What follows belongs to an exercise in optimizing a design on an open flow for small area and a short achievable clock period; a production flow would make more cautious choices.
At most, simulation tests tie the RTL to the original design; equivalence was not proved.
For run 2, only the layout was checked, not whether the RTL still works.

==> flow/design.v (outline; a module is shown in full before it is edited, if it fits) <==
// module fifo: 75 lines
// module multiplier: 2871 lines
// module adder: 248 lines
// module component: 55 lines
module component (
    input  wire         clk,
    input  wire         rst,
    input  wire [31:0]  fifo1_data_in,
    input  wire [31:0]  fifo2_data_in,
    input  wire [31:0]  fifo3_data_in,
    input  wire         fifo1_write_en,
    input  wire         fifo2_write_en,
    input  wire         fifo3_write_en,
    input  wire         fifo1_read_en,
    input  wire         fifo2_read_en,
    input  wire         fifo3_read_en,
    output wire [31:0]  result_out,
    output wire         fifo1_empty,
    output wire         fifo2_empty,
    output wire         fifo3_empty,
    output wire         fifo1_full,
    output wire         fifo2_full,
    output wire         fifo3_full
);
  // ...
==> flow/flow/run.sh <==
#!/bin/bash
set -euo pipefail
MARGIN=${MARGIN:-6.3}
bash standard.sh \
  SETUP_SLACK_MARGIN=$MARGIN \
  "CTS_ARGS=-sink_clustering_enable -repair_clock_nets -dont_use_dummy_load -buf_list sky130_fd_sc_hd__clkbuf_16 -sink_clustering_size 27 -sink_clustering_max_diameter 90" \
  "BUFFER_PORTS_ARGS=-buffer_cell sky130_fd_sc_hd__buf_2" \
  finish > make_finish.log 2>&1
==> flow/standard.sh <==
#!/bin/bash
# synth_recipe.tcl (not shown) runs the flow's synth.tcl, then flattens the netlist and writes it again
# the make line also repeats each setting of config.mk as NAME=value (left out here)
make -C /OpenROAD-flow-scripts/flow DESIGN_CONFIG=/design/flow/config.mk WORK_HOME=/design/flow/orfs CLKGATE_MAP_FILE= SYNTH_SCRIPT=/design/flow/synth_recipe.tcl "${@:-finish}"
==> flow/config.mk <==
export PLATFORM = sky130hd
export DESIGN_NAME = component
export DESIGN_NICKNAME = component
export VERILOG_FILES = /design/flow/design.v
export SDC_FILE = /design/flow/constraint.sdc
export NUM_CORES = 4
export LEC_CHECK = 0
export CAP_MARGIN = 20
export CORE_MARGIN = 2
export CORE_UTILIZATION = 72
export PLACE_DENSITY = 0.85
export SLEW_MARGIN = 20
==> flow/constraint.sdc <==
create_clock -name core_clock -period 13.0 [get_ports {clk}]
set_input_delay 2.6000 -clock core_clock [delete_from_list [all_inputs] [get_ports {clk}]]
set_output_delay 2.6000 -clock core_clock [all_outputs]
set_load 0.01 [all_outputs]
==> results_dict.tcl, run 1 <==
set metrics [dict create \
    slew_violations 0 \
    path_clk_slew_ns 0.10 \
    status "finished clean" \
    grt-ovfl-total 0 \
    die_y_um 331 \
    flops_and_latches 1766 \
    dominant_cells "flip-flops and latches" \
    clk_latency_ns 0.73 \
    routed_wirelength_mm 215 \
    grt_util_met1 0.535 \
    multi_input_area_share 0.301 \
    async_flop_share 0.0306 \
    worst_pin_slew_ns 1.30 \
    timing.rr.start "fifo2_inst.many_reg$_DFF_PP0_" \
    timing.rr.end "rows[120]$_DFF_P_" \
    ys.flop_type "edfxtp_1" \
    crit_chain "fa_2, fa_2, ha_4, and3_4, o211ai_1, o32ai_4, nand2_2, a211o_4, o21ai_4, xnor2_2, buf_2" \
    track_usage 0.399 \
    n_all_buffers 297 \
    use_met3 0.103 \
    netlist_area_um2 76800 \
    num_vias 48200 \
    drtIter0Drc 7721 \
    period_share 0.522 \
    area.growth.synth_to_final_pct 7.30 \
    slew_headroom 0.124 \
    r2r_slack_ns 7.87 \
    fin_setup_tns_ns 0 \
    finalHoldViolations 0 \
    n_antenna_cell 19 \
]
==> module fifo, before the edit <==
module fifo #(
    parameter DATA_WIDTH = 32
) (
    input  wire                   clk,
    input  wire                   rst,
    input  wire                   wr_en,
    input  wire                   re_en,
    input  wire [DATA_WIDTH-1:0]  data_in,
    output wire [DATA_WIDTH-1:0]  next_head,
    output wire                   empty,
    output wire                   full
);
    localparam MDEPTH = 14;
    reg [DATA_WIDTH-1:0] memory [0:MDEPTH-1];
    reg [DATA_WIDTH-1:0] head;       
    reg [DATA_WIDTH-1:0] second;     
    reg [3:0] wr_ptr;
    reg [3:0] rd_ptr;
    reg [4:0] count;
    reg empty_reg;
    reg full_reg;
    reg one_reg;                     
    reg two_reg;                     
    reg many_reg;                    
    integer i;
    wire wr_fire = wr_en && !full_reg;
    wire rd_fire = re_en && !empty_reg;
    wire ld_din  = wr_en && (empty_reg || (re_en && one_reg));
    wire ld_sec  = re_en && (two_reg || many_reg);
    wire sec_din = wr_en && ((one_reg && !re_en) || (two_reg && re_en));
    wire pop     = re_en && many_reg;
    wire push    = wr_fire && !ld_din && !sec_din;
    assign next_head = ld_din ? data_in : (ld_sec ? second : head);
    reg [DATA_WIDTH-1:0] mem_out;
    always @* begin
        mem_out = {DATA_WIDTH{1'b0}};
        for (i = 0; i < MDEPTH; i = i + 1)
            mem_out = mem_out | (memory[i] & {DATA_WIDTH{rd_ptr == i}});
    end
    wire [4:0] count_next = count + {4'd0, wr_fire} - {4'd0, rd_fire};
    always @ (posedge clk or posedge rst) begin
        if (rst) begin
            wr_ptr    <= 4'd0;
            rd_ptr    <= 4'd0;
            count     <= 5'd0;
            empty_reg <= 1'b1;
            full_reg  <= 1'b0;
            one_reg   <= 1'b0;
            two_reg   <= 1'b0;
            many_reg  <= 1'b0;
        end else begin
            if (push)
                wr_ptr <= (wr_ptr == MDEPTH - 1) ? 4'd0 : wr_ptr + 4'd1;
            if (pop)
                rd_ptr <= (rd_ptr == MDEPTH - 1) ? 4'd0 : rd_ptr + 4'd1;
            count     <= count_next;
            empty_reg <= (count_next == 5'd0);
            full_reg  <= (count_next == 5'd16);
            one_reg   <= (count_next == 5'd1);
            two_reg   <= (count_next == 5'd2);
            many_reg  <= (count_next >= 5'd3);
        end
    end
    always @ (posedge clk) begin
        head <= next_head;
        if (sec_din)
            second <= data_in;
        else if (pop)
            second <= mem_out;
        if (push)
            memory[wr_ptr] <= data_in;
    end
    assign empty = empty_reg;
    assign full  = full_reg;
endmodule
==> module adder, before the edit <==
module adder #(
    parameter NB = 182
) (
    input  wire [NB-1:0] rows,
    output wire [31:0] sum
);
    wire u1;
    wire u2;
    wire u3;
    wire u4;
    wire u5;
    wire u6;
    wire u7;
    wire u8;
    wire u9;
    wire u10;
    wire u11;
    wire u12;
    wire u13;
    wire u14;
    wire u15;
    wire u16;
    wire u17;
    wire u18;
    wire u19;
    wire u20;
    wire u21;
    wire u22;
    wire u23;
    wire u24;
    wire u25;
    wire u26;
    wire u27;
    wire u28;
    wire u29;
    wire u30;
    wire u31;
    wire u32;
    wire u33;
    wire u34;
    wire u35;
    wire u36;
    wire u37;
    wire u38;
    wire u39;
    wire u40;
    wire u41;
    wire u42;
    wire u43;
    wire u44;
    wire u45;
    wire u46;
    wire u47;
    wire u48;
    wire u49;
    wire u50;
    wire u51;
    wire u52;
    wire u53;
    wire u54;
    wire u55;
    wire u56;
    wire u57;
    wire u58;
    wire u59;
    wire u60;
    wire u61;
    wire u62;
    wire u63;
    wire u64;
    wire u65;
    wire u66;
    wire u67;
    wire u68;
    wire u69;
    wire u70;
    wire u71;
    wire u72;
    wire u73;
    wire u74;
    wire u75;
    wire u76;
    wire u77;
    wire u78;
    wire u79;
    wire u80;
    wire u81;
    wire u82;
    wire u83;
    wire u84;
    wire u85;
    wire u86;
    wire u87;
    wire u88;
    wire u89;
    wire u90;
    wire u91;
    wire u92;
    wire u93;
    wire u94;
    wire u95;
    wire u96;
    wire u97;
    wire u98;
    wire u99;
    wire u100;
    wire u101;
    wire u102;
    wire u103;
    wire u104;
    wire u105;
    wire u106;
    wire u107;
    wire u108;
    wire u109;
    wire u110;
    wire u111;
    wire u112;
    wire u113;
    wire u114;
    wire u115;
    wire u116;
    wire u117;
    wire u118;
    wire u119;
    assign u1 = rows[5] ^ rows[6];
    assign u2 = rows[5] & rows[6];
    assign u3 = rows[9] ^ rows[10] ^ rows[11];
    assign u4 = (rows[9] & rows[10]) | (rows[9] & rows[11]) | (rows[10] & rows[11]);
    assign u5 = rows[13] ^ rows[14] ^ rows[15];
    assign u6 = (rows[13] & rows[14]) | (rows[13] & rows[15]) | (rows[14] & rows[15]);
    assign u7 = rows[17] ^ rows[18] ^ rows[19];
    assign u8 = (rows[17] & rows[18]) | (rows[17] & rows[19]) | (rows[18] & rows[19]);
    assign u9 = rows[21] ^ rows[22] ^ rows[23];
    assign u10 = (rows[21] & rows[22]) | (rows[21] & rows[23]) | (rows[22] & rows[23]);
    assign u11 = rows[25] ^ rows[26] ^ rows[27];
    assign u12 = (rows[25] & rows[26]) | (rows[25] & rows[27]) | (rows[26] & rows[27]);
    assign u13 = rows[29] ^ rows[30] ^ rows[31];
    assign u14 = (rows[29] & rows[30]) | (rows[29] & rows[31]) | (rows[30] & rows[31]);
    assign u15 = rows[33] ^ rows[34] ^ rows[35];
    assign u16 = (rows[33] & rows[34]) | (rows[33] & rows[35]) | (rows[34] & rows[35]);
    assign u17 = rows[37] ^ rows[38] ^ rows[39];
    assign u18 = (rows[37] & rows[38]) | (rows[37] & rows[39]) | (rows[38] & rows[39]);
    assign u19 = rows[41] ^ rows[42] ^ rows[43];
    assign u20 = (rows[41] & rows[42]) | (rows[41] & rows[43]) | (rows[42] & rows[43]);
    assign u21 = rows[45] ^ rows[46] ^ rows[47];
    assign u22 = (rows[45] & rows[46]) | (rows[45] & rows[47]) | (rows[46] & rows[47]);
    assign u23 = rows[49] ^ rows[50] ^ rows[51];
    assign u24 = (rows[49] & rows[50]) | (rows[49] & rows[51]) | (rows[50] & rows[51]);
    assign u25 = rows[53] ^ rows[54] ^ rows[55];
    assign u26 = (rows[53] & rows[54]) | (rows[53] & rows[55]) | (rows[54] & rows[55]);
    assign u27 = rows[57] ^ rows[58] ^ rows[59];
    assign u28 = (rows[57] & rows[58]) | (rows[57] & rows[59]) | (rows[58] & rows[59]);
    assign u29 = rows[61] ^ rows[62] ^ rows[63];
    assign u30 = (rows[61] & rows[62]) | (rows[61] & rows[63]) | (rows[62] & rows[63]);
    assign u31 = rows[65] ^ rows[66] ^ rows[67];
    assign u32 = (rows[65] & rows[66]) | (rows[65] & rows[67]) | (rows[66] & rows[67]);
    assign u33 = rows[69] ^ rows[70] ^ rows[71];
    assign u34 = (rows[69] & rows[70]) | (rows[69] & rows[71]) | (rows[70] & rows[71]);
    assign u35 = rows[73] ^ rows[74] ^ rows[75];
    assign u36 = (rows[73] & rows[74]) | (rows[73] & rows[75]) | (rows[74] & rows[75]);
    assign u37 = rows[77] ^ rows[78] ^ rows[79];
    assign u38 = (rows[77] & rows[78]) | (rows[77] & rows[79]) | (rows[78] & rows[79]);
    assign u39 = rows[81] ^ rows[82] ^ rows[83];
    assign u40 = (rows[81] & rows[82]) | (rows[81] & rows[83]) | (rows[82] & rows[83]);
    assign u41 = rows[85] ^ rows[86] ^ rows[87];
    assign u42 = (rows[85] & rows[86]) | (rows[85] & rows[87]) | (rows[86] & rows[87]);
    assign u43 = rows[89] ^ rows[90] ^ rows[91];
    assign u44 = (rows[89] & rows[90]) | (rows[89] & rows[91]) | (rows[90] & rows[91]);
    assign u45 = rows[93] ^ rows[94] ^ rows[95];
    assign u46 = (rows[93] & rows[94]) | (rows[93] & rows[95]) | (rows[94] & rows[95]);
    assign u47 = rows[97] ^ rows[98] ^ rows[99];
    assign u48 = (rows[97] & rows[98]) | (rows[97] & rows[99]) | (rows[98] & rows[99]);
    assign u49 = rows[101] ^ rows[102] ^ rows[103];
    assign u50 = (rows[101] & rows[102]) | (rows[101] & rows[103]) | (rows[102] & rows[103]);
    assign u51 = rows[105] ^ rows[106] ^ rows[107];
    assign u52 = (rows[105] & rows[106]) | (rows[105] & rows[107]) | (rows[106] & rows[107]);
    assign u53 = rows[109] ^ rows[110] ^ rows[111];
    assign u54 = (rows[109] & rows[110]) | (rows[109] & rows[111]) | (rows[110] & rows[111]);
    assign u55 = rows[113] ^ rows[114] ^ rows[115];
    assign u56 = (rows[113] & rows[114]) | (rows[113] & rows[115]) | (rows[114] & rows[115]);
    assign u57 = rows[117] ^ rows[118] ^ rows[119];
    assign u58 = (rows[117] & rows[118]) | (rows[117] & rows[119]) | (rows[118] & rows[119]);
    assign u59 = rows[2] ^ rows[3];
    assign u60 = rows[2] & rows[3];
    assign u61 = rows[7] ^ rows[8] ^ u1;
    assign u62 = (rows[7] & rows[8]) | (rows[7] & u1) | (rows[8] & u1);
    assign u63 = rows[12] ^ u2 ^ u3;
    assign u64 = (rows[12] & u2) | (rows[12] & u3) | (u2 & u3);
    assign u65 = rows[16] ^ u4 ^ u5;
    assign u66 = (rows[16] & u4) | (rows[16] & u5) | (u4 & u5);
    assign u67 = rows[20] ^ u6 ^ u7;
    assign u68 = (rows[20] & u6) | (rows[20] & u7) | (u6 & u7);
    assign u69 = rows[24] ^ u8 ^ u9;
    assign u70 = (rows[24] & u8) | (rows[24] & u9) | (u8 & u9);
    assign u71 = rows[28] ^ u10 ^ u11;
    assign u72 = (rows[28] & u10) | (rows[28] & u11) | (u10 & u11);
    assign u73 = rows[32] ^ u12 ^ u13;
    assign u74 = (rows[32] & u12) | (rows[32] & u13) | (u12 & u13);
    assign u75 = rows[36] ^ u14 ^ u15;
    assign u76 = (rows[36] & u14) | (rows[36] & u15) | (u14 & u15);
    assign u77 = rows[40] ^ u16 ^ u17;
    assign u78 = (rows[40] & u16) | (rows[40] & u17) | (u16 & u17);
    assign u79 = rows[44] ^ u18 ^ u19;
    assign u80 = (rows[44] & u18) | (rows[44] & u19) | (u18 & u19);
    assign u81 = rows[48] ^ u20 ^ u21;
    assign u82 = (rows[48] & u20) | (rows[48] & u21) | (u20 & u21);
    assign u83 = rows[52] ^ u22 ^ u23;
    assign u84 = (rows[52] & u22) | (rows[52] & u23) | (u22 & u23);
    assign u85 = rows[56] ^ u24 ^ u25;
    assign u86 = (rows[56] & u24) | (rows[56] & u25) | (u24 & u25);
    assign u87 = rows[60] ^ u26 ^ u27;
    assign u88 = (rows[60] & u26) | (rows[60] & u27) | (u26 & u27);
    assign u89 = rows[64] ^ u28 ^ u29;
    assign u90 = (rows[64] & u28) | (rows[64] & u29) | (u28 & u29);
    assign u91 = rows[68] ^ u30 ^ u31;
    assign u92 = (rows[68] & u30) | (rows[68] & u31) | (u30 & u31);
    assign u93 = rows[72] ^ u32 ^ u33;
    assign u94 = (rows[72] & u32) | (rows[72] & u33) | (u32 & u33);
    assign u95 = rows[76] ^ u34 ^ u35;
    assign u96 = (rows[76] & u34) | (rows[76] & u35) | (u34 & u35);
    assign u97 = rows[80] ^ u36 ^ u37;
    assign u98 = (rows[80] & u36) | (rows[80] & u37) | (u36 & u37);
    assign u99 = rows[84] ^ u38 ^ u39;
    assign u100 = (rows[84] & u38) | (rows[84] & u39) | (u38 & u39);
    assign u101 = rows[88] ^ u40 ^ u41;
    assign u102 = (rows[88] & u40) | (rows[88] & u41) | (u40 & u41);
    assign u103 = rows[92] ^ u42 ^ u43;
    assign u104 = (rows[92] & u42) | (rows[92] & u43) | (u42 & u43);
    assign u105 = rows[96] ^ u44 ^ u45;
    assign u106 = (rows[96] & u44) | (rows[96] & u45) | (u44 & u45);
    assign u107 = rows[100] ^ u46 ^ u47;
    assign u108 = (rows[100] & u46) | (rows[100] & u47) | (u46 & u47);
    assign u109 = rows[104] ^ u48 ^ u49;
    assign u110 = (rows[104] & u48) | (rows[104] & u49) | (u48 & u49);
    assign u111 = rows[108] ^ u50 ^ u51;
    assign u112 = (rows[108] & u50) | (rows[108] & u51) | (u50 & u51);
    assign u113 = rows[112] ^ u52 ^ u53;
    assign u114 = (rows[112] & u52) | (rows[112] & u53) | (u52 & u53);
    assign u115 = rows[116] ^ u54 ^ u55;
    assign u116 = (rows[116] & u54) | (rows[116] & u55) | (u54 & u55);
    assign u117 = rows[120] ^ u56 ^ u57;
    assign u118 = (rows[120] & u56) | (rows[120] & u57) | (u56 & u57);
    assign u119 = rows[121] ^ rows[122] ^ rows[123] ^ rows[124] ^ rows[125] ^ rows[126] ^ rows[127] ^ rows[128] ^ rows[129] ^ rows[130] ^ rows[131] ^ rows[132] ^ rows[133] ^ rows[134] ^ rows[135] ^ rows[136] ^ rows[137] ^ rows[138] ^ rows[139] ^ rows[140] ^ rows[141] ^ rows[142] ^ rows[143] ^ rows[144] ^ rows[145] ^ rows[146] ^ rows[147] ^ rows[148] ^ rows[149] ^ rows[150] ^ rows[151] ^ rows[152] ^ rows[153] ^ rows[154] ^ rows[155] ^ rows[156] ^ rows[157] ^ rows[158] ^ rows[159] ^ rows[160] ^ rows[161] ^ rows[162] ^ rows[163] ^ rows[164] ^ rows[165] ^ rows[166] ^ rows[167] ^ rows[168] ^ rows[169] ^ rows[170] ^ rows[171] ^ rows[172] ^ rows[173] ^ rows[174] ^ rows[175] ^ rows[176] ^ rows[177] ^ rows[178] ^ rows[179] ^ rows[180] ^ rows[181] ^ u58 ^ u118;
    wire [31:0] x = {u119, u116, u114, u112, u110, u108, u106, u104, u102, u100, u98, u96, u94, u92, u90, u88, u86, u84, u82, u80, u78, u76, u74, u72, u70, u68, u66, u64, u62, u60, rows[4], rows[0]};
    wire [31:0] y = {1'b0, u117, u115, u113, u111, u109, u107, u105, u103, u101, u99, u97, u95, u93, u91, u89, u87, u85, u83, u81, u79, u77, u75, u73, u71, u69, u67, u65, u63, u61, u59, rows[1]};
    assign sum = x + y;
endmodule
==> module component, before the edit <==
module component (
    input  wire         clk,
    input  wire         rst,
    input  wire [31:0]  fifo1_data_in,
    input  wire [31:0]  fifo2_data_in,
    input  wire [31:0]  fifo3_data_in,
    input  wire         fifo1_write_en,
    input  wire         fifo2_write_en,
    input  wire         fifo3_write_en,
    input  wire         fifo1_read_en,
    input  wire         fifo2_read_en,
    input  wire         fifo3_read_en,
    output wire [31:0]  result_out,
    output wire         fifo1_empty,
    output wire         fifo2_empty,
    output wire         fifo3_empty,
    output wire         fifo1_full,
    output wire         fifo2_full,
    output wire         fifo3_full
);
    wire [31:0] fifo1_next;
    wire [31:0] fifo2_next;
    wire [31:0] fifo3_next;
    fifo #(.DATA_WIDTH(32)) fifo1_inst (
        .clk(clk), .rst(rst),
        .wr_en(fifo1_write_en), .re_en(fifo1_read_en),
        .data_in(fifo1_data_in), .next_head(fifo1_next),
        .empty(fifo1_empty), .full(fifo1_full)
    );
    fifo #(.DATA_WIDTH(32)) fifo2_inst (
        .clk(clk), .rst(rst),
        .wr_en(fifo2_write_en), .re_en(fifo2_read_en),
        .data_in(fifo2_data_in), .next_head(fifo2_next),
        .empty(fifo2_empty), .full(fifo2_full)
    );
    fifo #(.DATA_WIDTH(32)) fifo3_inst (
        .clk(clk), .rst(rst),
        .wr_en(fifo3_write_en), .re_en(fifo3_read_en),
        .data_in(fifo3_data_in), .next_head(fifo3_next),
        .empty(fifo3_empty), .full(fifo3_full)
    );
    localparam NB = 182;   
    wire [NB-1:0] rows_next;
    reg  [NB-1:0] rows;
    multiplier #(.NB(NB)) mult_inst (
        .a(fifo1_next), .b(fifo2_next), .c(fifo3_next),
        .rows(rows_next)
    );
    always @ (posedge clk)
        rows <= rows_next;
    adder #(.NB(NB)) adder_inst (
        .rows(rows),
        .sum(result_out)
    );
endmodule
==> run 2, diff against run 1 <==
--- a/flow/design.v
+++ b/flow/design.v
@@ -5,81 +5,71 @@
     input  wire                   rst,
     input  wire                   wr_en,
     input  wire                   re_en,
     input  wire [DATA_WIDTH-1:0]  data_in,
     output wire [DATA_WIDTH-1:0]  next_head,
     output wire                   empty,
     output wire                   full
 );
-    localparam MDEPTH = 14;
+    localparam MDEPTH = 15;
     reg [DATA_WIDTH-1:0] memory [0:MDEPTH-1];
-    reg [DATA_WIDTH-1:0] head;       
-    reg [DATA_WIDTH-1:0] second;     
+    reg [DATA_WIDTH-1:0] head;
     reg [3:0] wr_ptr;
-    reg [3:0] rd_ptr;
+    reg [MDEPTH-1:0] rd_sel;    
     reg [4:0] count;
     reg empty_reg;
     reg full_reg;
-    reg one_reg;                     
-    reg two_reg;                     
-    reg many_reg;                    
+    reg one_reg;
+    reg many_reg;
     integer i;
     wire wr_fire = wr_en && !full_reg;
     wire rd_fire = re_en && !empty_reg;
-    wire ld_din  = wr_en && (empty_reg || (re_en && one_reg));
-    wire ld_sec  = re_en && (two_reg || many_reg);
-    wire sec_din = wr_en && ((one_reg && !re_en) || (two_reg && re_en));
-    wire pop     = re_en && many_reg;
-    wire push    = wr_fire && !ld_din && !sec_din;
-    assign next_head = ld_din ? data_in : (ld_sec ? second : head);
+    wire ld_din = wr_en && (empty_reg || (re_en && one_reg));
+    wire ld_mem = re_en && many_reg;
+    wire push   = wr_fire && !ld_din;
     reg [DATA_WIDTH-1:0] mem_out;
     always @* begin
         mem_out = {DATA_WIDTH{1'b0}};
         for (i = 0; i < MDEPTH; i = i + 1)
-            mem_out = mem_out | (memory[i] & {DATA_WIDTH{rd_ptr == i}});
+            mem_out = mem_out | (memory[i] & {DATA_WIDTH{rd_sel[i]}});
     end
+    assign next_head = ld_din ? data_in : (ld_mem ? mem_out : head);
     wire [4:0] count_next = count + {4'd0, wr_fire} - {4'd0, rd_fire};
     always @ (posedge clk or posedge rst) begin
         if (rst) begin
             wr_ptr    <= 4'd0;
-            rd_ptr    <= 4'd0;
+            rd_sel    <= {{(MDEPTH-1){1'b0}}, 1'b1};
             count     <= 5'd0;
             empty_reg <= 1'b1;
             full_reg  <= 1'b0;
             one_reg   <= 1'b0;
-            two_reg   <= 1'b0;
             many_reg  <= 1'b0;
         end else begin
             if (push)
                 wr_ptr <= (wr_ptr == MDEPTH - 1) ? 4'd0 : wr_ptr + 4'd1;
-            if (pop)
-                rd_ptr <= (rd_ptr == MDEPTH - 1) ? 4'd0 : rd_ptr + 4'd1;
+            if (ld_mem)
+                rd_sel <= {rd_sel[MDEPTH-2:0], rd_sel[MDEPTH-1]};
             count     <= count_next;
             empty_reg <= (count_next == 5'd0);
             full_reg  <= (count_next == 5'd16);
             one_reg   <= (count_next == 5'd1);
-            two_reg   <= (count_next == 5'd2);
-            many_reg  <= (count_next >= 5'd3);
+            many_reg  <= (count_next >= 5'd2);
         end
     end
     always @ (posedge clk) begin
         head <= next_head;
-        if (sec_din)
-            second <= data_in;
-        else if (pop)
-            second <= mem_out;
         if (push)
             memory[wr_ptr] <= data_in;
     end
     assign empty = empty_reg;
     assign full  = full_reg;
 endmodule
 module multiplier #(
-    parameter NB = 182
+    parameter NB = 154
 ) (
     input  wire [31:0] a,
     input  wire [31:0] b,
     input  wire [31:0] c,
     output wire [NB-1:0] rows
 );
     wire t1;
     wire t2;
@@ -1416,16 +1406,74 @@
     wire t1333;
     wire t1334;
     wire t1335;
     wire t1336;
     wire t1337;
     wire t1338;
     wire t1339;
     wire t1340;
+    wire t1341;
+    wire t1342;
+    wire t1343;
+    wire t1344;
+    wire t1345;
+    wire t1346;
+    wire t1347;
+    wire t1348;
+    wire t1349;
+    wire t1350;
+    wire t1351;
+    wire t1352;
+    wire t1353;
+    wire t1354;
+    wire t1355;
+    wire t1356;
+    wire t1357;
+    wire t1358;
+    wire t1359;
+    wire t1360;
+    wire t1361;
+    wire t1362;
+    wire t1363;
+    wire t1364;
+    wire t1365;
+    wire t1366;
+    wire t1367;
+    wire t1368;
+    wire t1369;
+    wire t1370;
+    wire t1371;
+    wire t1372;
+    wire t1373;
+    wire t1374;
+    wire t1375;
+    wire t1376;
+    wire t1377;
+    wire t1378;
+    wire t1379;
+    wire t1380;
+    wire t1381;
+    wire t1382;
+    wire t1383;
+    wire t1384;
+    wire t1385;
+    wire t1386;
+    wire t1387;
+    wire t1388;
+    wire t1389;
+    wire t1390;
+    wire t1391;
+    wire t1392;
+    wire t1393;
+    wire t1394;
+    wire t1395;
+    wire t1396;
+    wire t1397;
+    wire t1398;
     assign t1 = a[0] & b[0];
     assign t2 = a[0] & b[1];
     assign t3 = a[1] & b[0];
     assign t4 = a[0] & b[2];
     assign t5 = a[1] & b[1];
     assign t6 = a[2] & b[0];
     assign t7 = a[0] & b[3];
     assign t8 = a[1] & b[2];
@@ -2756,201 +2804,231 @@
     assign t1333 = t1214 ^ t1216 ^ t1218;
     assign t1334 = (t1214 & t1216) | (t1214 & t1218) | (t1216 & t1218);
     assign t1335 = t1219 ^ t1221 ^ t1223;
     assign t1336 = (t1219 & t1221) | (t1219 & t1223) | (t1221 & t1223);
     assign t1337 = t1220 ^ t1222 ^ t1224;
     assign t1338 = (t1220 & t1222) | (t1220 & t1224) | (t1222 & t1224);
     assign t1339 = t1225 ^ t1227 ^ t1229;
     assign t1340 = (t1225 & t1227) | (t1225 & t1229) | (t1227 & t1229);
+    assign t1341 = t4 ^ t5;
+    assign t1342 = t4 & t5;
+    assign t1343 = t9 ^ t10 ^ c[3];
+    assign t1344 = (t9 & t10) | (t9 & c[3]) | (t10 & c[3]);
+    assign t1345 = c[4] ^ t1232 ^ t1233;
+    assign t1346 = (c[4] & t1232) | (c[4] & t1233) | (t1232 & t1233);
+    assign t1347 = t1234 ^ t1236 ^ t1237;
+    assign t1348 = (t1234 & t1236) | (t1234 & t1237) | (t1236 & t1237);
+    assign t1349 = t1238 ^ t1240 ^ t1241;
+    assign t1350 = (t1238 & t1240) | (t1238 & t1241) | (t1240 & t1241);
+    assign t1351 = t1242 ^ t1244 ^ t1245;
+    assign t1352 = (t1242 & t1244) | (t1242 & t1245) | (t1244 & t1245);
+    assign t1353 = t1246 ^ t1248 ^ t1249;
+    assign t1354 = (t1246 & t1248) | (t1246 & t1249) | (t1248 & t1249);
+    assign t1355 = t1250 ^ t1252 ^ t1253;
+    assign t1356 = (t1250 & t1252) | (t1250 & t1253) | (t1252 & t1253);
+    assign t1357 = t1254 ^ t1256 ^ t1257;
+    assign t1358 = (t1254 & t1256) | (t1254 & t1257) | (t1256 & t1257);
+    assign t1359 = t1258 ^ t1260 ^ t1261;
+    assign t1360 = (t1258 & t1260) | (t1258 & t1261) | (t1260 & t1261);
+    assign t1361 = t1262 ^ t1264 ^ t1265;
+    assign t1362 = (t1262 & t1264) | (t1262 & t1265) | (t1264 & t1265);
+    assign t1363 = t1266 ^ t1268 ^ t1269;
+    assign t1364 = (t1266 & t1268) | (t1266 & t1269) | (t1268 & t1269);
+    assign t1365 = t1270 ^ t1272 ^ t1273;
+    assign t1366 = (t1270 & t1272) | (t1270 & t1273) | (t1272 & t1273);
+    assign t1367 = t1274 ^ t1276 ^ t1277;
+    assign t1368 = (t1274 & t1276) | (t1274 & t1277) | (t1276 & t1277);
+    assign t1369 = t1278 ^ t1280 ^ t1281;
+    assign t1370 = (t1278 & t1280) | (t1278 & t1281) | (t1280 & t1281);
+    assign t1371 = t1282 ^ t1284 ^ t1285;
+    assign t1372 = (t1282 & t1284) | (t1282 & t1285) | (t1284 & t1285);
+    assign t1373 = t1286 ^ t1288 ^ t1289;
+    assign t1374 = (t1286 & t1288) | (t1286 & t1289) | (t1288 & t1289);
+    assign t1375 = t1290 ^ t1292 ^ t1293;
+    assign t1376 = (t1290 & t1292) | (t1290 & t1293) | (t1292 & t1293);
+    assign t1377 = t1294 ^ t1296 ^ t1297;
+    assign t1378 = (t1294 & t1296) | (t1294 & t1297) | (t1296 & t1297);
+    assign t1379 = t1298 ^ t1300 ^ t1301;
+    assign t1380 = (t1298 & t1300) | (t1298 & t1301) | (t1300 & t1301);
+    assign t1381 = t1302 ^ t1304 ^ t1305;
+    assign t1382 = (t1302 & t1304) | (t1302 & t1305) | (t1304 & t1305);
+    assign t1383 = t1306 ^ t1308 ^ t1309;
+    assign t1384 = (t1306 & t1308) | (t1306 & t1309) | (t1308 & t1309);
+    assign t1385 = t1310 ^ t1312 ^ t1313;
+    assign t1386 = (t1310 & t1312) | (t1310 & t1313) | (t1312 & t1313);
+    assign t1387 = t1314 ^ t1316 ^ t1317;
+    assign t1388 = (t1314 & t1316) | (t1314 & t1317) | (t1316 & t1317);
+    assign t1389 = t1318 ^ t1320 ^ t1321;
+    assign t1390 = (t1318 & t1320) | (t1318 & t1321) | (t1320 & t1321);
+    assign t1391 = t1322 ^ t1324 ^ t1325;
+    assign t1392 = (t1322 & t1324) | (t1322 & t1325) | (t1324 & t1325);
+    assign t1393 = t1326 ^ t1328 ^ t1329;
+    assign t1394 = (t1326 & t1328) | (t1326 & t1329) | (t1328 & t1329);
+    assign t1395 = t1330 ^ t1332 ^ t1333;
+    assign t1396 = (t1330 & t1332) | (t1330 & t1333) | (t1332 & t1333);
+    assign t1397 = t1334 ^ t1336 ^ t1337;
+    assign t1398 = (t1334 & t1336) | (t1334 & t1337) | (t1336 & t1337);
     assign rows[0] = t1;   
     assign rows[1] = c[0];   
     assign rows[2] = t2;   
     assign rows[3] = t3;   
     assign rows[4] = c[1];   
-    assign rows[5] = t4;   
-    assign rows[6] = t5;   
-    assign rows[7] = t6;   
-    assign rows[8] = c[2];   
-    assign rows[9] = t9;   
-    assign rows[10] = t10;   
-    assign rows[11] = c[3];   
-    assign rows[12] = t1231;   
-    assign rows[13] = c[4];   
-    assign rows[14] = t1232;   
-    assign rows[15] = t1233;   
-    assign rows[16] = t1235;   
-    assign rows[17] = t1234;   
-    assign rows[18] = t1236;   
-    assign rows[19] = t1237;   
-    assign rows[20] = t1239;   
-    assign rows[21] = t1238;   
-    assign rows[22] = t1240;   
-    assign rows[23] = t1241;   
-    assign rows[24] = t1243;   
-    assign rows[25] = t1242;   
-    assign rows[26] = t1244;   
-    assign rows[27] = t1245;   
-    assign rows[28] = t1247;   
-    assign rows[29] = t1246;   
-    assign rows[30] = t1248;   
-    assign rows[31] = t1249;   
-    assign rows[32] = t1251;   
-    assign rows[33] = t1250;   
-    assign rows[34] = t1252;   
-    assign rows[35] = t1253;   
-    assign rows[36] = t1255;   
-    assign rows[37] = t1254;   
-    assign rows[38] = t1256;   
-    assign rows[39] = t1257;   
-    assign rows[40] = t1259;   
-    assign rows[41] = t1258;   
-    assign rows[42] = t1260;   
-    assign rows[43] = t1261;   
-    assign rows[44] = t1263;   
-    assign rows[45] = t1262;   
-    assign rows[46] = t1264;   
-    assign rows[47] = t1265;   
-    assign rows[48] = t1267;   
-    assign rows[49] = t1266;   
-    assign rows[50] = t1268;   
-    assign rows[51] = t1269;   
-    assign rows[52] = t1271;   
-    assign rows[53] = t1270;   
-    assign rows[54] = t1272;   
-    assign rows[55] = t1273;   
-    assign rows[56] = t1275;   
-    assign rows[57] = t1274;   
-    assign rows[58] = t1276;   
-    assign rows[59] = t1277;   
-    assign rows[60] = t1279;   
-    assign rows[61] = t1278;   
-    assign rows[62] = t1280;   
-    assign rows[63] = t1281;   
-    assign rows[64] = t1283;   
-    assign rows[65] = t1282;   
-    assign rows[66] = t1284;   
-    assign rows[67] = t1285;   
-    assign rows[68] = t1287;   
-    assign rows[69] = t1286;   
-    assign rows[70] = t1288;   
-    assign rows[71] = t1289;   
-    assign rows[72] = t1291;   
-    assign rows[73] = t1290;   
-    assign rows[74] = t1292;   
-    assign rows[75] = t1293;   
-    assign rows[76] = t1295;   
-    assign rows[77] = t1294;   
-    assign rows[78] = t1296;   
-    assign rows[79] = t1297;   
-    assign rows[80] = t1299;   
-    assign rows[81] = t1298;   
-    assign rows[82] = t1300;   
-    assign rows[83] = t1301;   
-    assign rows[84] = t1303;   
-    assign rows[85] = t1302;   
-    assign rows[86] = t1304;   
-    assign rows[87] = t1305;   
-    assign rows[88] = t1307;   
-    assign rows[89] = t1306;   
-    assign rows[90] = t1308;   
-    assign rows[91] = t1309;   
-    assign rows[92] = t1311;   
-    assign rows[93] = t1310;   
-    assign rows[94] = t1312;   
-    assign rows[95] = t1313;   
-    assign rows[96] = t1315;   
-    assign rows[97] = t1314;   
-    assign rows[98] = t1316;   
-    assign rows[99] = t1317;   
-    assign rows[100] = t1319;   
-    assign rows[101] = t1318;   
-    assign rows[102] = t1320;   
-    assign rows[103] = t1321;   
-    assign rows[104] = t1323;   
-    assign rows[105] = t1322;   
-    assign rows[106] = t1324;   
-    assign rows[107] = t1325;   
-    assign rows[108] = t1327;   
-    assign rows[109] = t1326;   
-    assign rows[110] = t1328;   
-    assign rows[111] = t1329;   
-    assign rows[112] = t1331;   
-    assign rows[113] = t1330;   
-    assign rows[114] = t1332;   
-    assign rows[115] = t1333;   
-    assign rows[116] = t1335;   
-    assign rows[117] = t1334;   
-    assign rows[118] = t1336;   
-    assign rows[119] = t1337;   
-    assign rows[120] = t1339;   
-    assign rows[121] = t497;   
-    assign rows[122] = t498;   
-    assign rows[123] = t499;   
-    assign rows[124] = t500;   
-    assign rows[125] = t501;   
-    assign rows[126] = t502;   
-    assign rows[127] = t503;   
-    assign rows[128] = t504;   
-    assign rows[129] = t505;   
-    assign rows[130] = t506;   
-    assign rows[131] = t507;   
-    assign rows[132] = t508;   
-    assign rows[133] = t509;   
-    assign rows[134] = t510;   
-    assign rows[135] = t511;   
-    assign rows[136] = t512;   
-    assign rows[137] = t513;   
-    assign rows[138] = t514;   
-    assign rows[139] = t515;   
-    assign rows[140] = t516;   
-    assign rows[141] = t517;   
-    assign rows[142] = t518;   
-    assign rows[143] = t519;   
-    assign rows[144] = t520;   
-    assign rows[145] = t521;   
-    assign rows[146] = t522;   
-    assign rows[147] = t523;   
-    assign rows[148] = t524;   
-    assign rows[149] = t525;   
-    assign rows[150] = t526;   
-    assign rows[151] = t527;   
-    assign rows[152] = t528;   
-    assign rows[153] = c[31];   
-    assign rows[154] = t542;   
-    assign rows[155] = t544;   
-    assign rows[156] = t546;   
-    assign rows[157] = t548;   
-    assign rows[158] = t694;   
-    assign rows[159] = t696;   
-    assign rows[160] = t698;   
-    assign rows[161] = t700;   
-    assign rows[162] = t702;   
-    assign rows[163] = t704;   
-    assign rows[164] = t706;   
-    assign rows[165] = t708;   
-    assign rows[166] = t710;   
-    assign rows[167] = t898;   
-    assign rows[168] = t900;   
-    assign rows[169] = t902;   
-    assign rows[170] = t904;   
-    assign rows[171] = t906;   
-    assign rows[172] = t908;   
-    assign rows[173] = t1074;   
-    assign rows[174] = t1076;   
-    assign rows[175] = t1078;   
-    assign rows[176] = t1080;   
-    assign rows[177] = t1226;   
-    assign rows[178] = t1228;   
-    assign rows[179] = t1230;   
-    assign rows[180] = t1338;   
-    assign rows[181] = t1340;   
+    assign rows[5] = t6;   
+    assign rows[6] = c[2];   
+    assign rows[7] = t1341;   
+    assign rows[8] = t1231;   
+    assign rows[9] = t1342;   
+    assign rows[10] = t1343;   
+    assign rows[11] = t1235;   
+    assign rows[12] = t1344;   
+    assign rows[13] = t1345;   
+    assign rows[14] = t1239;   
+    assign rows[15] = t1346;   
+    assign rows[16] = t1347;   
+    assign rows[17] = t1243;   
+    assign rows[18] = t1348;   
+    assign rows[19] = t1349;   
+    assign rows[20] = t1247;   
+    assign rows[21] = t1350;   
+    assign rows[22] = t1351;   
+    assign rows[23] = t1251;   
+    assign rows[24] = t1352;   
+    assign rows[25] = t1353;   
+    assign rows[26] = t1255;   
+    assign rows[27] = t1354;   
+    assign rows[28] = t1355;   
+    assign rows[29] = t1259;   
+    assign rows[30] = t1356;   
+    assign rows[31] = t1357;   
+    assign rows[32] = t1263;   
+    assign rows[33] = t1358;   
+    assign rows[34] = t1359;   
+    assign rows[35] = t1267;   
+    assign rows[36] = t1360;   
+    assign rows[37] = t1361;   
+    assign rows[38] = t1271;   
+    assign rows[39] = t1362;   
+    assign rows[40] = t1363;   
+    assign rows[41] = t1275;   
+    assign rows[42] = t1364;   
+    assign rows[43] = t1365;   
+    assign rows[44] = t1279;   
+    assign rows[45] = t1366;   
+    assign rows[46] = t1367;   
+    assign rows[47] = t1283;   
+    assign rows[48] = t1368;   
+    assign rows[49] = t1369;   
+    assign rows[50] = t1287;   
+    assign rows[51] = t1370;   
+    assign rows[52] = t1371;   
+    assign rows[53] = t1291;   
+    assign rows[54] = t1372;   
+    assign rows[55] = t1373;   
+    assign rows[56] = t1295;   
+    assign rows[57] = t1374;   
+    assign rows[58] = t1375;   
+    assign rows[59] = t1299;   
+    assign rows[60] = t1376;   
+    assign rows[61] = t1377;   
+    assign rows[62] = t1303;   
+    assign rows[63] = t1378;   
+    assign rows[64] = t1379;   
+    assign rows[65] = t1307;   
+    assign rows[66] = t1380;   
+    assign rows[67] = t1381;   
+    assign rows[68] = t1311;   
+    assign rows[69] = t1382;   
+    assign rows[70] = t1383;   
+    assign rows[71] = t1315;   
+    assign rows[72] = t1384;   
+    assign rows[73] = t1385;   
+    assign rows[74] = t1319;   
+    assign rows[75] = t1386;   
+    assign rows[76] = t1387;   
+    assign rows[77] = t1323;   
+    assign rows[78] = t1388;   
+    assign rows[79] = t1389;   
+    assign rows[80] = t1327;   
+    assign rows[81] = t1390;   
+    assign rows[82] = t1391;   
+    assign rows[83] = t1331;   
+    assign rows[84] = t1392;   
+    assign rows[85] = t1393;   
+    assign rows[86] = t1335;   
+    assign rows[87] = t1394;   
+    assign rows[88] = t1395;   
+    assign rows[89] = t1339;   
+    assign rows[90] = t1396;   
+    assign rows[91] = t1397;   
+    assign rows[92] = t497;   
+    assign rows[93] = t498;   
+    assign rows[94] = t499;   
+    assign rows[95] = t500;   
+    assign rows[96] = t501;   
+    assign rows[97] = t502;   
+    assign rows[98] = t503;   
+    assign rows[99] = t504;   
+    assign rows[100] = t505;   
+    assign rows[101] = t506;   
+    assign rows[102] = t507;   
+    assign rows[103] = t508;   
+    assign rows[104] = t509;   
+    assign rows[105] = t510;   
+    assign rows[106] = t511;   
+    assign rows[107] = t512;   
+    assign rows[108] = t513;   
+    assign rows[109] = t514;   
+    assign rows[110] = t515;   
+    assign rows[111] = t516;   
+    assign rows[112] = t517;   
+    assign rows[113] = t518;   
+    assign rows[114] = t519;   
+    assign rows[115] = t520;   
+    assign rows[116] = t521;   
+    assign rows[117] = t522;   
+    assign rows[118] = t523;   
+    assign rows[119] = t524;   
+    assign rows[120] = t525;   
+    assign rows[121] = t526;   
+    assign rows[122] = t527;   
+    assign rows[123] = t528;   
+    assign rows[124] = c[31];   
+    assign rows[125] = t542;   
+    assign rows[126] = t544;   
+    assign rows[127] = t546;   
+    assign rows[128] = t548;   
+    assign rows[129] = t694;   
+    assign rows[130] = t696;   
+    assign rows[131] = t698;   
+    assign rows[132] = t700;   
+    assign rows[133] = t702;   
+    assign rows[134] = t704;   
+    assign rows[135] = t706;   
+    assign rows[136] = t708;   
+    assign rows[137] = t710;   
+    assign rows[138] = t898;   
+    assign rows[139] = t900;   
+    assign rows[140] = t902;   
+    assign rows[141] = t904;   
+    assign rows[142] = t906;   
+    assign rows[143] = t908;   
+    assign rows[144] = t1074;   
+    assign rows[145] = t1076;   
+    assign rows[146] = t1078;   
+    assign rows[147] = t1080;   
+    assign rows[148] = t1226;   
+    assign rows[149] = t1228;   
+    assign rows[150] = t1230;   
+    assign rows[151] = t1338;   
+    assign rows[152] = t1340;   
+    assign rows[153] = t1398;   
 endmodule
 module adder #(
-    parameter NB = 182
+    parameter NB = 154
 ) (
     input  wire [NB-1:0] rows,
     output wire [31:0] sum
 );
     wire u1;
     wire u2;
     wire u3;
     wire u4;
@@ -3006,195 +3084,79 @@
     wire u54;
     wire u55;
     wire u56;
     wire u57;
     wire u58;
     wire u59;
     wire u60;
     wire u61;
-    wire u62;
-    wire u63;
-    wire u64;
-    wire u65;
-    wire u66;
-    wire u67;
-    wire u68;
-    wire u69;
-    wire u70;
-    wire u71;
-    wire u72;
-    wire u73;
-    wire u74;
-    wire u75;
-    wire u76;
-    wire u77;
-    wire u78;
-    wire u79;
-    wire u80;
-    wire u81;
-    wire u82;
-    wire u83;
-    wire u84;
-    wire u85;
-    wire u86;
-    wire u87;
-    wire u88;
-    wire u89;
-    wire u90;
-    wire u91;
-    wire u92;
-    wire u93;
-    wire u94;
-    wire u95;
-    wire u96;
-    wire u97;
-    wire u98;
-    wire u99;
-    wire u100;
-    wire u101;
-    wire u102;
-    wire u103;
-    wire u104;
-    wire u105;
-    wire u106;
-    wire u107;
-    wire u108;
-    wire u109;
-    wire u110;
-    wire u111;
-    wire u112;
-    wire u113;
-    wire u114;
-    wire u115;
-    wire u116;
-    wire u117;
-    wire u118;
-    wire u119;
-    assign u1 = rows[5] ^ rows[6];
-    assign u2 = rows[5] & rows[6];
-    assign u3 = rows[9] ^ rows[10] ^ rows[11];
-    assign u4 = (rows[9] & rows[10]) | (rows[9] & rows[11]) | (rows[10] & rows[11]);
-    assign u5 = rows[13] ^ rows[14] ^ rows[15];
-    assign u6 = (rows[13] & rows[14]) | (rows[13] & rows[15]) | (rows[14] & rows[15]);
-    assign u7 = rows[17] ^ rows[18] ^ rows[19];
-    assign u8 = (rows[17] & rows[18]) | (rows[17] & rows[19]) | (rows[18] & rows[19]);
-    assign u9 = rows[21] ^ rows[22] ^ rows[23];
-    assign u10 = (rows[21] & rows[22]) | (rows[21] & rows[23]) | (rows[22] & rows[23]);
-    assign u11 = rows[25] ^ rows[26] ^ rows[27];
-    assign u12 = (rows[25] & rows[26]) | (rows[25] & rows[27]) | (rows[26] & rows[27]);
-    assign u13 = rows[29] ^ rows[30] ^ rows[31];
-    assign u14 = (rows[29] & rows[30]) | (rows[29] & rows[31]) | (rows[30] & rows[31]);
-    assign u15 = rows[33] ^ rows[34] ^ rows[35];
-    assign u16 = (rows[33] & rows[34]) | (rows[33] & rows[35]) | (rows[34] & rows[35]);
-    assign u17 = rows[37] ^ rows[38] ^ rows[39];
-    assign u18 = (rows[37] & rows[38]) | (rows[37] & rows[39]) | (rows[38] & rows[39]);
-    assign u19 = rows[41] ^ rows[42] ^ rows[43];
-    assign u20 = (rows[41] & rows[42]) | (rows[41] & rows[43]) | (rows[42] & rows[43]);
-    assign u21 = rows[45] ^ rows[46] ^ rows[47];
-    assign u22 = (rows[45] & rows[46]) | (rows[45] & rows[47]) | (rows[46] & rows[47]);
-    assign u23 = rows[49] ^ rows[50] ^ rows[51];
-    assign u24 = (rows[49] & rows[50]) | (rows[49] & rows[51]) | (rows[50] & rows[51]);
-    assign u25 = rows[53] ^ rows[54] ^ rows[55];
-    assign u26 = (rows[53] & rows[54]) | (rows[53] & rows[55]) | (rows[54] & rows[55]);
-    assign u27 = rows[57] ^ rows[58] ^ rows[59];
-    assign u28 = (rows[57] & rows[58]) | (rows[57] & rows[59]) | (rows[58] & rows[59]);
-    assign u29 = rows[61] ^ rows[62] ^ rows[63];
-    assign u30 = (rows[61] & rows[62]) | (rows[61] & rows[63]) | (rows[62] & rows[63]);
-    assign u31 = rows[65] ^ rows[66] ^ rows[67];
-    assign u32 = (rows[65] & rows[66]) | (rows[65] & rows[67]) | (rows[66] & rows[67]);
-    assign u33 = rows[69] ^ rows[70] ^ rows[71];
-    assign u34 = (rows[69] & rows[70]) | (rows[69] & rows[71]) | (rows[70] & rows[71]);
-    assign u35 = rows[73] ^ rows[74] ^ rows[75];
-    assign u36 = (rows[73] & rows[74]) | (rows[73] & rows[75]) | (rows[74] & rows[75]);
-    assign u37 = rows[77] ^ rows[78] ^ rows[79];
-    assign u38 = (rows[77] & rows[78]) | (rows[77] & rows[79]) | (rows[78] & rows[79]);
-    assign u39 = rows[81] ^ rows[82] ^ rows[83];
-    assign u40 = (rows[81] & rows[82]) | (rows[81] & rows[83]) | (rows[82] & rows[83]);
-    assign u41 = rows[85] ^ rows[86] ^ rows[87];
-    assign u42 = (rows[85] & rows[86]) | (rows[85] & rows[87]) | (rows[86] & rows[87]);
-    assign u43 = rows[89] ^ rows[90] ^ rows[91];
-    assign u44 = (rows[89] & rows[90]) | (rows[89] & rows[91]) | (rows[90] & rows[91]);
-    assign u45 = rows[93] ^ rows[94] ^ rows[95];
-    assign u46 = (rows[93] & rows[94]) | (rows[93] & rows[95]) | (rows[94] & rows[95]);
-    assign u47 = rows[97] ^ rows[98] ^ rows[99];
-    assign u48 = (rows[97] & rows[98]) | (rows[97] & rows[99]) | (rows[98] & rows[99]);
-    assign u49 = rows[101] ^ rows[102] ^ rows[103];
-    assign u50 = (rows[101] & rows[102]) | (rows[101] & rows[103]) | (rows[102] & rows[103]);
-    assign u51 = rows[105] ^ rows[106] ^ rows[107];
-    assign u52 = (rows[105] & rows[106]) | (rows[105] & rows[107]) | (rows[106] & rows[107]);
-    assign u53 = rows[109] ^ rows[110] ^ rows[111];
-    assign u54 = (rows[109] & rows[110]) | (rows[109] & rows[111]) | (rows[110] & rows[111]);
-    assign u55 = rows[113] ^ rows[114] ^ rows[115];
-    assign u56 = (rows[113] & rows[114]) | (rows[113] & rows[115]) | (rows[114] & rows[115]);
-    assign u57 = rows[117] ^ rows[118] ^ rows[119];
-    assign u58 = (rows[117] & rows[118]) | (rows[117] & rows[119]) | (rows[118] & rows[119]);
-    assign u59 = rows[2] ^ rows[3];
-    assign u60 = rows[2] & rows[3];
-    assign u61 = rows[7] ^ rows[8] ^ u1;
-    assign u62 = (rows[7] & rows[8]) | (rows[7] & u1) | (rows[8] & u1);
-    assign u63 = rows[12] ^ u2 ^ u3;
-    assign u64 = (rows[12] & u2) | (rows[12] & u3) | (u2 & u3);
-    assign u65 = rows[16] ^ u4 ^ u5;
-    assign u66 = (rows[16] & u4) | (rows[16] & u5) | (u4 & u5);
-    assign u67 = rows[20] ^ u6 ^ u7;
-    assign u68 = (rows[20] & u6) | (rows[20] & u7) | (u6 & u7);
-    assign u69 = rows[24] ^ u8 ^ u9;
-    assign u70 = (rows[24] & u8) | (rows[24] & u9) | (u8 & u9);
-    assign u71 = rows[28] ^ u10 ^ u11;
-    assign u72 = (rows[28] & u10) | (rows[28] & u11) | (u10 & u11);
-    assign u73 = rows[32] ^ u12 ^ u13;
-    assign u74 = (rows[32] & u12) | (rows[32] & u13) | (u12 & u13);
-    assign u75 = rows[36] ^ u14 ^ u15;
-    assign u76 = (rows[36] & u14) | (rows[36] & u15) | (u14 & u15);
-    assign u77 = rows[40] ^ u16 ^ u17;
-    assign u78 = (rows[40] & u16) | (rows[40] & u17) | (u16 & u17);
-    assign u79 = rows[44] ^ u18 ^ u19;
-    assign u80 = (rows[44] & u18) | (rows[44] & u19) | (u18 & u19);
-    assign u81 = rows[48] ^ u20 ^ u21;
-    assign u82 = (rows[48] & u20) | (rows[48] & u21) | (u20 & u21);
-    assign u83 = rows[52] ^ u22 ^ u23;
-    assign u84 = (rows[52] & u22) | (rows[52] & u23) | (u22 & u23);
-    assign u85 = rows[56] ^ u24 ^ u25;
-    assign u86 = (rows[56] & u24) | (rows[56] & u25) | (u24 & u25);
-    assign u87 = rows[60] ^ u26 ^ u27;
-    assign u88 = (rows[60] & u26) | (rows[60] & u27) | (u26 & u27);
-    assign u89 = rows[64] ^ u28 ^ u29;
-    assign u90 = (rows[64] & u28) | (rows[64] & u29) | (u28 & u29);
-    assign u91 = rows[68] ^ u30 ^ u31;
-    assign u92 = (rows[68] & u30) | (rows[68] & u31) | (u30 & u31);
-    assign u93 = rows[72] ^ u32 ^ u33;
-    assign u94 = (rows[72] & u32) | (rows[72] & u33) | (u32 & u33);
-    assign u95 = rows[76] ^ u34 ^ u35;
-    assign u96 = (rows[76] & u34) | (rows[76] & u35) | (u34 & u35);
-    assign u97 = rows[80] ^ u36 ^ u37;
-    assign u98 = (rows[80] & u36) | (rows[80] & u37) | (u36 & u37);
-    assign u99 = rows[84] ^ u38 ^ u39;
-    assign u100 = (rows[84] & u38) | (rows[84] & u39) | (u38 & u39);
-    assign u101 = rows[88] ^ u40 ^ u41;
-    assign u102 = (rows[88] & u40) | (rows[88] & u41) | (u40 & u41);
-    assign u103 = rows[92] ^ u42 ^ u43;
-    assign u104 = (rows[92] & u42) | (rows[92] & u43) | (u42 & u43);
-    assign u105 = rows[96] ^ u44 ^ u45;
-    assign u106 = (rows[96] & u44) | (rows[96] & u45) | (u44 & u45);
-    assign u107 = rows[100] ^ u46 ^ u47;
-    assign u108 = (rows[100] & u46) | (rows[100] & u47) | (u46 & u47);
-    assign u109 = rows[104] ^ u48 ^ u49;
-    assign u110 = (rows[104] & u48) | (rows[104] & u49) | (u48 & u49);
-    assign u111 = rows[108] ^ u50 ^ u51;
-    assign u112 = (rows[108] & u50) | (rows[108] & u51) | (u50 & u51);
-    assign u113 = rows[112] ^ u52 ^ u53;
-    assign u114 = (rows[112] & u52) | (rows[112] & u53) | (u52 & u53);
-    assign u115 = rows[116] ^ u54 ^ u55;
-    assign u116 = (rows[116] & u54) | (rows[116] & u55) | (u54 & u55);
-    assign u117 = rows[120] ^ u56 ^ u57;
-    assign u118 = (rows[120] & u56) | (rows[120] & u57) | (u56 & u57);
-    assign u119 = rows[121] ^ rows[122] ^ rows[123] ^ rows[124] ^ rows[125] ^ rows[126] ^ rows[127] ^ rows[128] ^ rows[129] ^ rows[130] ^ rows[131] ^ rows[132] ^ rows[133] ^ rows[134] ^ rows[135] ^ rows[136] ^ rows[137] ^ rows[138] ^ rows[139] ^ rows[140] ^ rows[141] ^ rows[142] ^ rows[143] ^ rows[144] ^ rows[145] ^ rows[146] ^ rows[147] ^ rows[148] ^ rows[149] ^ rows[150] ^ rows[151] ^ rows[152] ^ rows[153] ^ rows[154] ^ rows[155] ^ rows[156] ^ rows[157] ^ rows[158] ^ rows[159] ^ rows[160] ^ rows[161] ^ rows[162] ^ rows[163] ^ rows[164] ^ rows[165] ^ rows[166] ^ rows[167] ^ rows[168] ^ rows[169] ^ rows[170] ^ rows[171] ^ rows[172] ^ rows[173] ^ rows[174] ^ rows[175] ^ rows[176] ^ rows[177] ^ rows[178] ^ rows[179] ^ rows[180] ^ rows[181] ^ u58 ^ u118;
-    wire [31:0] x = {u119, u116, u114, u112, u110, u108, u106, u104, u102, u100, u98, u96, u94, u92, u90, u88, u86, u84, u82, u80, u78, u76, u74, u72, u70, u68, u66, u64, u62, u60, rows[4], rows[0]};
-    wire [31:0] y = {1'b0, u117, u115, u113, u111, u109, u107, u105, u103, u101, u99, u97, u95, u93, u91, u89, u87, u85, u83, u81, u79, u77, u75, u73, u71, u69, u67, u65, u63, u61, u59, rows[1]};
+    assign u1 = rows[2] ^ rows[3];
+    assign u2 = rows[2] & rows[3];
+    assign u3 = rows[5] ^ rows[6] ^ rows[7];
+    assign u4 = (rows[5] & rows[6]) | (rows[5] & rows[7]) | (rows[6] & rows[7]);
+    assign u5 = rows[8] ^ rows[9] ^ rows[10];
+    assign u6 = (rows[8] & rows[9]) | (rows[8] & rows[10]) | (rows[9] & rows[10]);
+    assign u7 = rows[11] ^ rows[12] ^ rows[13];
+    assign u8 = (rows[11] & rows[12]) | (rows[11] & rows[13]) | (rows[12] & rows[13]);
+    assign u9 = rows[14] ^ rows[15] ^ rows[16];
+    assign u10 = (rows[14] & rows[15]) | (rows[14] & rows[16]) | (rows[15] & rows[16]);
+    assign u11 = rows[17] ^ rows[18] ^ rows[19];
+    assign u12 = (rows[17] & rows[18]) | (rows[17] & rows[19]) | (rows[18] & rows[19]);
+    assign u13 = rows[20] ^ rows[21] ^ rows[22];
+    assign u14 = (rows[20] & rows[21]) | (rows[20] & rows[22]) | (rows[21] & rows[22]);
+    assign u15 = rows[23] ^ rows[24] ^ rows[25];
+    assign u16 = (rows[23] & rows[24]) | (rows[23] & rows[25]) | (rows[24] & rows[25]);
+    assign u17 = rows[26] ^ rows[27] ^ rows[28];
+    assign u18 = (rows[26] & rows[27]) | (rows[26] & rows[28]) | (rows[27] & rows[28]);
+    assign u19 = rows[29] ^ rows[30] ^ rows[31];
+    assign u20 = (rows[29] & rows[30]) | (rows[29] & rows[31]) | (rows[30] & rows[31]);
+    assign u21 = rows[32] ^ rows[33] ^ rows[34];
+    assign u22 = (rows[32] & rows[33]) | (rows[32] & rows[34]) | (rows[33] & rows[34]);
+    assign u23 = rows[35] ^ rows[36] ^ rows[37];
+    assign u24 = (rows[35] & rows[36]) | (rows[35] & rows[37]) | (rows[36] & rows[37]);
+    assign u25 = rows[38] ^ rows[39] ^ rows[40];
+    assign u26 = (rows[38] & rows[39]) | (rows[38] & rows[40]) | (rows[39] & rows[40]);
+    assign u27 = rows[41] ^ rows[42] ^ rows[43];
+    assign u28 = (rows[41] & rows[42]) | (rows[41] & rows[43]) | (rows[42] & rows[43]);
+    assign u29 = rows[44] ^ rows[45] ^ rows[46];
+    assign u30 = (rows[44] & rows[45]) | (rows[44] & rows[46]) | (rows[45] & rows[46]);
+    assign u31 = rows[47] ^ rows[48] ^ rows[49];
+    assign u32 = (rows[47] & rows[48]) | (rows[47] & rows[49]) | (rows[48] & rows[49]);
+    assign u33 = rows[50] ^ rows[51] ^ rows[52];
+    assign u34 = (rows[50] & rows[51]) | (rows[50] & rows[52]) | (rows[51] & rows[52]);
+    assign u35 = rows[53] ^ rows[54] ^ rows[55];
+    assign u36 = (rows[53] & rows[54]) | (rows[53] & rows[55]) | (rows[54] & rows[55]);
+    assign u37 = rows[56] ^ rows[57] ^ rows[58];
+    assign u38 = (rows[56] & rows[57]) | (rows[56] & rows[58]) | (rows[57] & rows[58]);
+    assign u39 = rows[59] ^ rows[60] ^ rows[61];
+    assign u40 = (rows[59] & rows[60]) | (rows[59] & rows[61]) | (rows[60] & rows[61]);
+    assign u41 = rows[62] ^ rows[63] ^ rows[64];
+    assign u42 = (rows[62] & rows[63]) | (rows[62] & rows[64]) | (rows[63] & rows[64]);
+    assign u43 = rows[65] ^ rows[66] ^ rows[67];
+    assign u44 = (rows[65] & rows[66]) | (rows[65] & rows[67]) | (rows[66] & rows[67]);
+    assign u45 = rows[68] ^ rows[69] ^ rows[70];
+    assign u46 = (rows[68] & rows[69]) | (rows[68] & rows[70]) | (rows[69] & rows[70]);
+    assign u47 = rows[71] ^ rows[72] ^ rows[73];
+    assign u48 = (rows[71] & rows[72]) | (rows[71] & rows[73]) | (rows[72] & rows[73]);
+    assign u49 = rows[74] ^ rows[75] ^ rows[76];
+    assign u50 = (rows[74] & rows[75]) | (rows[74] & rows[76]) | (rows[75] & rows[76]);
+    assign u51 = rows[77] ^ rows[78] ^ rows[79];
+    assign u52 = (rows[77] & rows[78]) | (rows[77] & rows[79]) | (rows[78] & rows[79]);
+    assign u53 = rows[80] ^ rows[81] ^ rows[82];
+    assign u54 = (rows[80] & rows[81]) | (rows[80] & rows[82]) | (rows[81] & rows[82]);
+    assign u55 = rows[83] ^ rows[84] ^ rows[85];
+    assign u56 = (rows[83] & rows[84]) | (rows[83] & rows[85]) | (rows[84] & rows[85]);
+    assign u57 = rows[86] ^ rows[87] ^ rows[88];
+    assign u58 = (rows[86] & rows[87]) | (rows[86] & rows[88]) | (rows[87] & rows[88]);
+    assign u59 = rows[89] ^ rows[90] ^ rows[91];
+    assign u60 = (rows[89] & rows[90]) | (rows[89] & rows[91]) | (rows[90] & rows[91]);
+    assign u61 = rows[92] ^ rows[93] ^ rows[94] ^ rows[95] ^ rows[96] ^ rows[97] ^ rows[98] ^ rows[99] ^ rows[100] ^ rows[101] ^ rows[102] ^ rows[103] ^ rows[104] ^ rows[105] ^ rows[106] ^ rows[107] ^ rows[108] ^ rows[109] ^ rows[110] ^ rows[111] ^ rows[112] ^ rows[113] ^ rows[114] ^ rows[115] ^ rows[116] ^ rows[117] ^ rows[118] ^ rows[119] ^ rows[120] ^ rows[121] ^ rows[122] ^ rows[123] ^ rows[124] ^ rows[125] ^ rows[126] ^ rows[127] ^ rows[128] ^ rows[129] ^ rows[130] ^ rows[131] ^ rows[132] ^ rows[133] ^ rows[134] ^ rows[135] ^ rows[136] ^ rows[137] ^ rows[138] ^ rows[139] ^ rows[140] ^ rows[141] ^ rows[142] ^ rows[143] ^ rows[144] ^ rows[145] ^ rows[146] ^ rows[147] ^ rows[148] ^ rows[149] ^ rows[150] ^ rows[151] ^ rows[152] ^ rows[153] ^ u60;
+    wire [31:0] x = {u61, u58, u56, u54, u52, u50, u48, u46, u44, u42, u40, u38, u36, u34, u32, u30, u28, u26, u24, u22, u20, u18, u16, u14, u12, u10, u8, u6, u4, u2, rows[4], rows[0]};
+    wire [31:0] y = {1'b0, u59, u57, u55, u53, u51, u49, u47, u45, u43, u41, u39, u37, u35, u33, u31, u29, u27, u25, u23, u21, u19, u17, u15, u13, u11, u9, u7, u5, u3, u1, rows[1]};
     assign sum = x + y;
 endmodule
 module component (
     input  wire         clk,
     input  wire         rst,
     input  wire [31:0]  fifo1_data_in,
     input  wire [31:0]  fifo2_data_in,
     input  wire [31:0]  fifo3_data_in,
@@ -3228,17 +3190,17 @@
         .empty(fifo2_empty), .full(fifo2_full)
     );
     fifo #(.DATA_WIDTH(32)) fifo3_inst (
         .clk(clk), .rst(rst),
         .wr_en(fifo3_write_en), .re_en(fifo3_read_en),
         .data_in(fifo3_data_in), .next_head(fifo3_next),
         .empty(fifo3_empty), .full(fifo3_full)
     );
-    localparam NB = 182;   
+    localparam NB = 154;   
     wire [NB-1:0] rows_next;
     reg  [NB-1:0] rows;
     multiplier #(.NB(NB)) mult_inst (
         .a(fifo1_next), .b(fifo2_next), .c(fifo3_next),
         .rows(rows_next)
     );
     always @ (posedge clk)
         rows <= rows_next;
==> flow/flow/run.sh (replaced) <==
#!/bin/bash
set -euo pipefail
MARGIN=${MARGIN:-6}
bash standard.sh \
  SETUP_SLACK_MARGIN=$MARGIN \
  "CTS_ARGS=-sink_clustering_enable -repair_clock_nets -dont_use_dummy_load -buf_list sky130_fd_sc_hd__clkbuf_16 -sink_clustering_size 30 -sink_clustering_max_diameter 100" \
  "BUFFER_PORTS_ARGS=-buffer_cell sky130_fd_sc_hd__buf_2" \
  finish > make_finish.log 2>&1
==> flow/config.mk (replaced) <==
export PLATFORM = sky130hd
export DESIGN_NAME = component
export DESIGN_NICKNAME = component
export VERILOG_FILES = /design/flow/design.v
export SDC_FILE = /design/flow/constraint.sdc
export NUM_CORES = 4
export LEC_CHECK = 0
export CAP_MARGIN = 20
export CORE_MARGIN = 2
export CORE_UTILIZATION = 45
export PLACE_DENSITY = 0.6
export SLEW_MARGIN = 20
==> results_dict.tcl, run 2 <==
set metrics [dict create \
    status "finished clean" \
    synth-compound-area-share 0.0947 \
    ys.flop_type "edfxtp_1" \
    syn-num-nets 6047 \
    drc_errors 0 \
    grt_pass1_wl_mm 328 \
    synth_edf_count 1444 \
    root_buffer "clkbuf_16" \
    num_vias 46500 \
    drtIter0Drc 5675 \
    wl_per_cell_um 29.2 \
    initial_core_util 0.453 \
    gp_congestion 0.923 \
    io_buffers 141 \
    antenna_found_initial 25 \
    ys_seq_elements 1770 \
    ant_nets 0 \
    synthXorXnorAreaFrac 0.0116 \
    die_y_um 416 \
    finClkSkew_ns 0.113 \
    vias_per_cell 6.00 \
    fmax_ghz 0.145 \
    placementRows 151 \
    crit_path_end_kind "flip-flop" \
    grt_max_degree 66 \
    cp.arrival_ns 7.45 \
    ctsHoldBuffers 0 \
    cts_buffers 72 \
    area.growth.synth_to_final_pct 8.37 \
    dieArea_um2 173000 \
    track_usage 0.260 \
    period_share 0.529 \
    synth-simple-area-share 0.0676 \
    final_common_cell "edfxtp_1" \
    syn_area_per_cell_um2 14.1 \
    min_path_type "flip-flop to flip-flop" \
    worst-path-max-fanout 47 \
    final_layout_size_suffix_gt1_frac 0.0985 \
    fin_setup_tns_ns 0 \
    drv_cap 0 \
    path_clk_slew_ns 0.11 \
    routed_wirelength_mm 226 \
    cts_tree "yes" \
    routed.top_layer "met5" \
    grt-ovfl-total 0 \
    worstPathRequired_ns 13.58 \
    clkSinkCount 1770 \
    worst_pin_slew_ns 1.18 \
    yosysSeqAreaShare 0.657 \
    clockBufferDepth 3 \
    wl_met1_mm 90.0 \
    async_flop_share 0.0475 \
    dp_hpwl_mm 135 \
    synth_top_area_cell "edfxtp_1" \
    start_kind "input pin" \
    clk_latency_ns 0.79 \
    finalSetupViolations 0 \
    slew_headroom 0.214 \
    synthAdderAreaFrac 0.127 \
    slew_violations 0 \
    synth_mux_area_frac 0 \
    critPathKind "input pin to flip-flop" \
    finalHoldViolations 0 \
    io_pins 142 \
    synthTopCellsByCount "edfxtp_1, inv_1, a22oi_1" \
    netlist_area_um2 76500 \
    htree_levels 3 \
]
## run 2: path summary, 6_finish.rpt
path                                             startpoint                               end  slack (ns)  cells past startpoint
hold / removal             fifo3_inst.wr_ptr[1]$_DFFE_PP0P_  fifo3_inst.wr_ptr[1]$_DFFE_PP0P_        0.61                      2
hold reg to reg            fifo3_inst.wr_ptr[1]$_DFFE_PP0P_  fifo3_inst.wr_ptr[1]$_DFFE_PP0P_        0.61                      2
min in group asynchronous                               rst  fifo3_inst.rd_sel[2]$_DFFE_PP0P_        1.89                      2
setup reg to reg           fifo1_inst.rd_sel[4]$_DFFE_PP0P_                  rows[91]$_DFF_P_        6.87                     18
max in group asynchronous                               rst     fifo1_inst.count[3]$_DFF_PP0_        9.68                      3
setup / recovery                              fifo2_read_en                  rows[70]$_DFF_P_        6.13                     18
## run 2: repair_timing
item / in CTS / in global routing
endpoints found under the hold margin: 0 / 0
pin swaps: 4 / 3
gates resized for setup: 31 / 51
cloned: 1 / 1
setup buffers: 6 / 32
endpoints found under the setup margin: 28 / 22
## run 2: logic make-up (layout without fill, tap and decap cells)
logic type	Yosys count	after routing
AO/OA/AOI/OAI	1012	1013
XOR/XNOR	101	101
adder cells (fa/ha/maj)	515	515
buffers and inverters	842	946
flip-flops	1770	1770
other	0	6
AND/OR/NAND/NOR	1188	1188
## run 2: worst max-delay path, cell delays in order
cell and delay, ns:
buf_2 0.12, nand2_2 0.08, buf_12 0.26, a21oi_1 0.07, nand4_1 0.13, nor2_1 0.10
o31a_1 0.43, inv_1 0.35, nand2_1 0.17, fa_1 0.61, inv_1 0.08, fa_1 0.45
inv_1 0.11, fa_1 0.41, fa_1 0.52, inv_1 0.05, fa_1 0.38, fa_1 0.48
## run 2: layer usage
layer / up-vias / track usage
met4: 28 / 0.0772
met1: 24300 / 0.349
met2: 2293 / 0.435
met5: - / 0
li1: 19600 / -
met3: 394 / 0.0418
## run 2: stage by stage
stage / cell area, µm² / worst slack (ns) / util / hold slack, ns / std cells
6_report: 82900 / 6.13 / 0.490 / 0.615 / 7757
5_1_grt: 82900 / 5.98 / 0.490 / 0.655 / 7751
4_1_cts: 82400 / 5.95 / 0.488 / 0.615 / 7718
3_5_place_dp: 80500 / 4.56 / 0.476 / 0.595 / 7639
3_3_place_gp: 80500 / 4.62 / 0.476 / 0.573 / 7639
2_1_floorplan: 76600 / 6.01 / - / 0.535 / 5428
## run 2: area by class of cell
cell class	count	area, µm²
tap	2218	2780
inverter	540	2120
antenna	6	15.0
fill	14400	86200
timing repair inverter	1	5.00
sequential	1770	50300
clock buffer	72	1800
timing repair buffer	333	2300
multi-input combinational	2817	23600

==> afterwards: timing with drivers on the ports <==
The results above use ideal ports. As a check the final layouts listed here were re-extracted and re-timed, cells and wires unchanged. Step 1: set_driving_cell puts a clkbuf_16 on clk and a buf_2 on each other input, an assumption about the parent block. Step 2 moves the port delays by t, midway between the first and last clock arrival at a register: inputs arrive t later, outputs are due t later. That takes back most of the time a late clock gives input paths. a / b / c = ideal / step 1 / step 2; a / b = the first two.
| run | t (ns) | setup WS [ns] | worst setup path after step 2 | worst slew at a driven data input, ns | pins driven straight from the clock port |
|---|---|---|---|---|---|
| run 1 | 0.754 | 6.210 / 6.131 / 5.635 | input to register | 0.17 | 1 |
| run 2 | 0.814 | 6.126 / 6.036 / 5.383 | input to register | 0.13 | 1 |
After both steps every run listed still meets setup and hold. For run 2, which loses most, drivers alone change the setup slack by -0.090 ns; drivers and shift together by -0.743 ns.
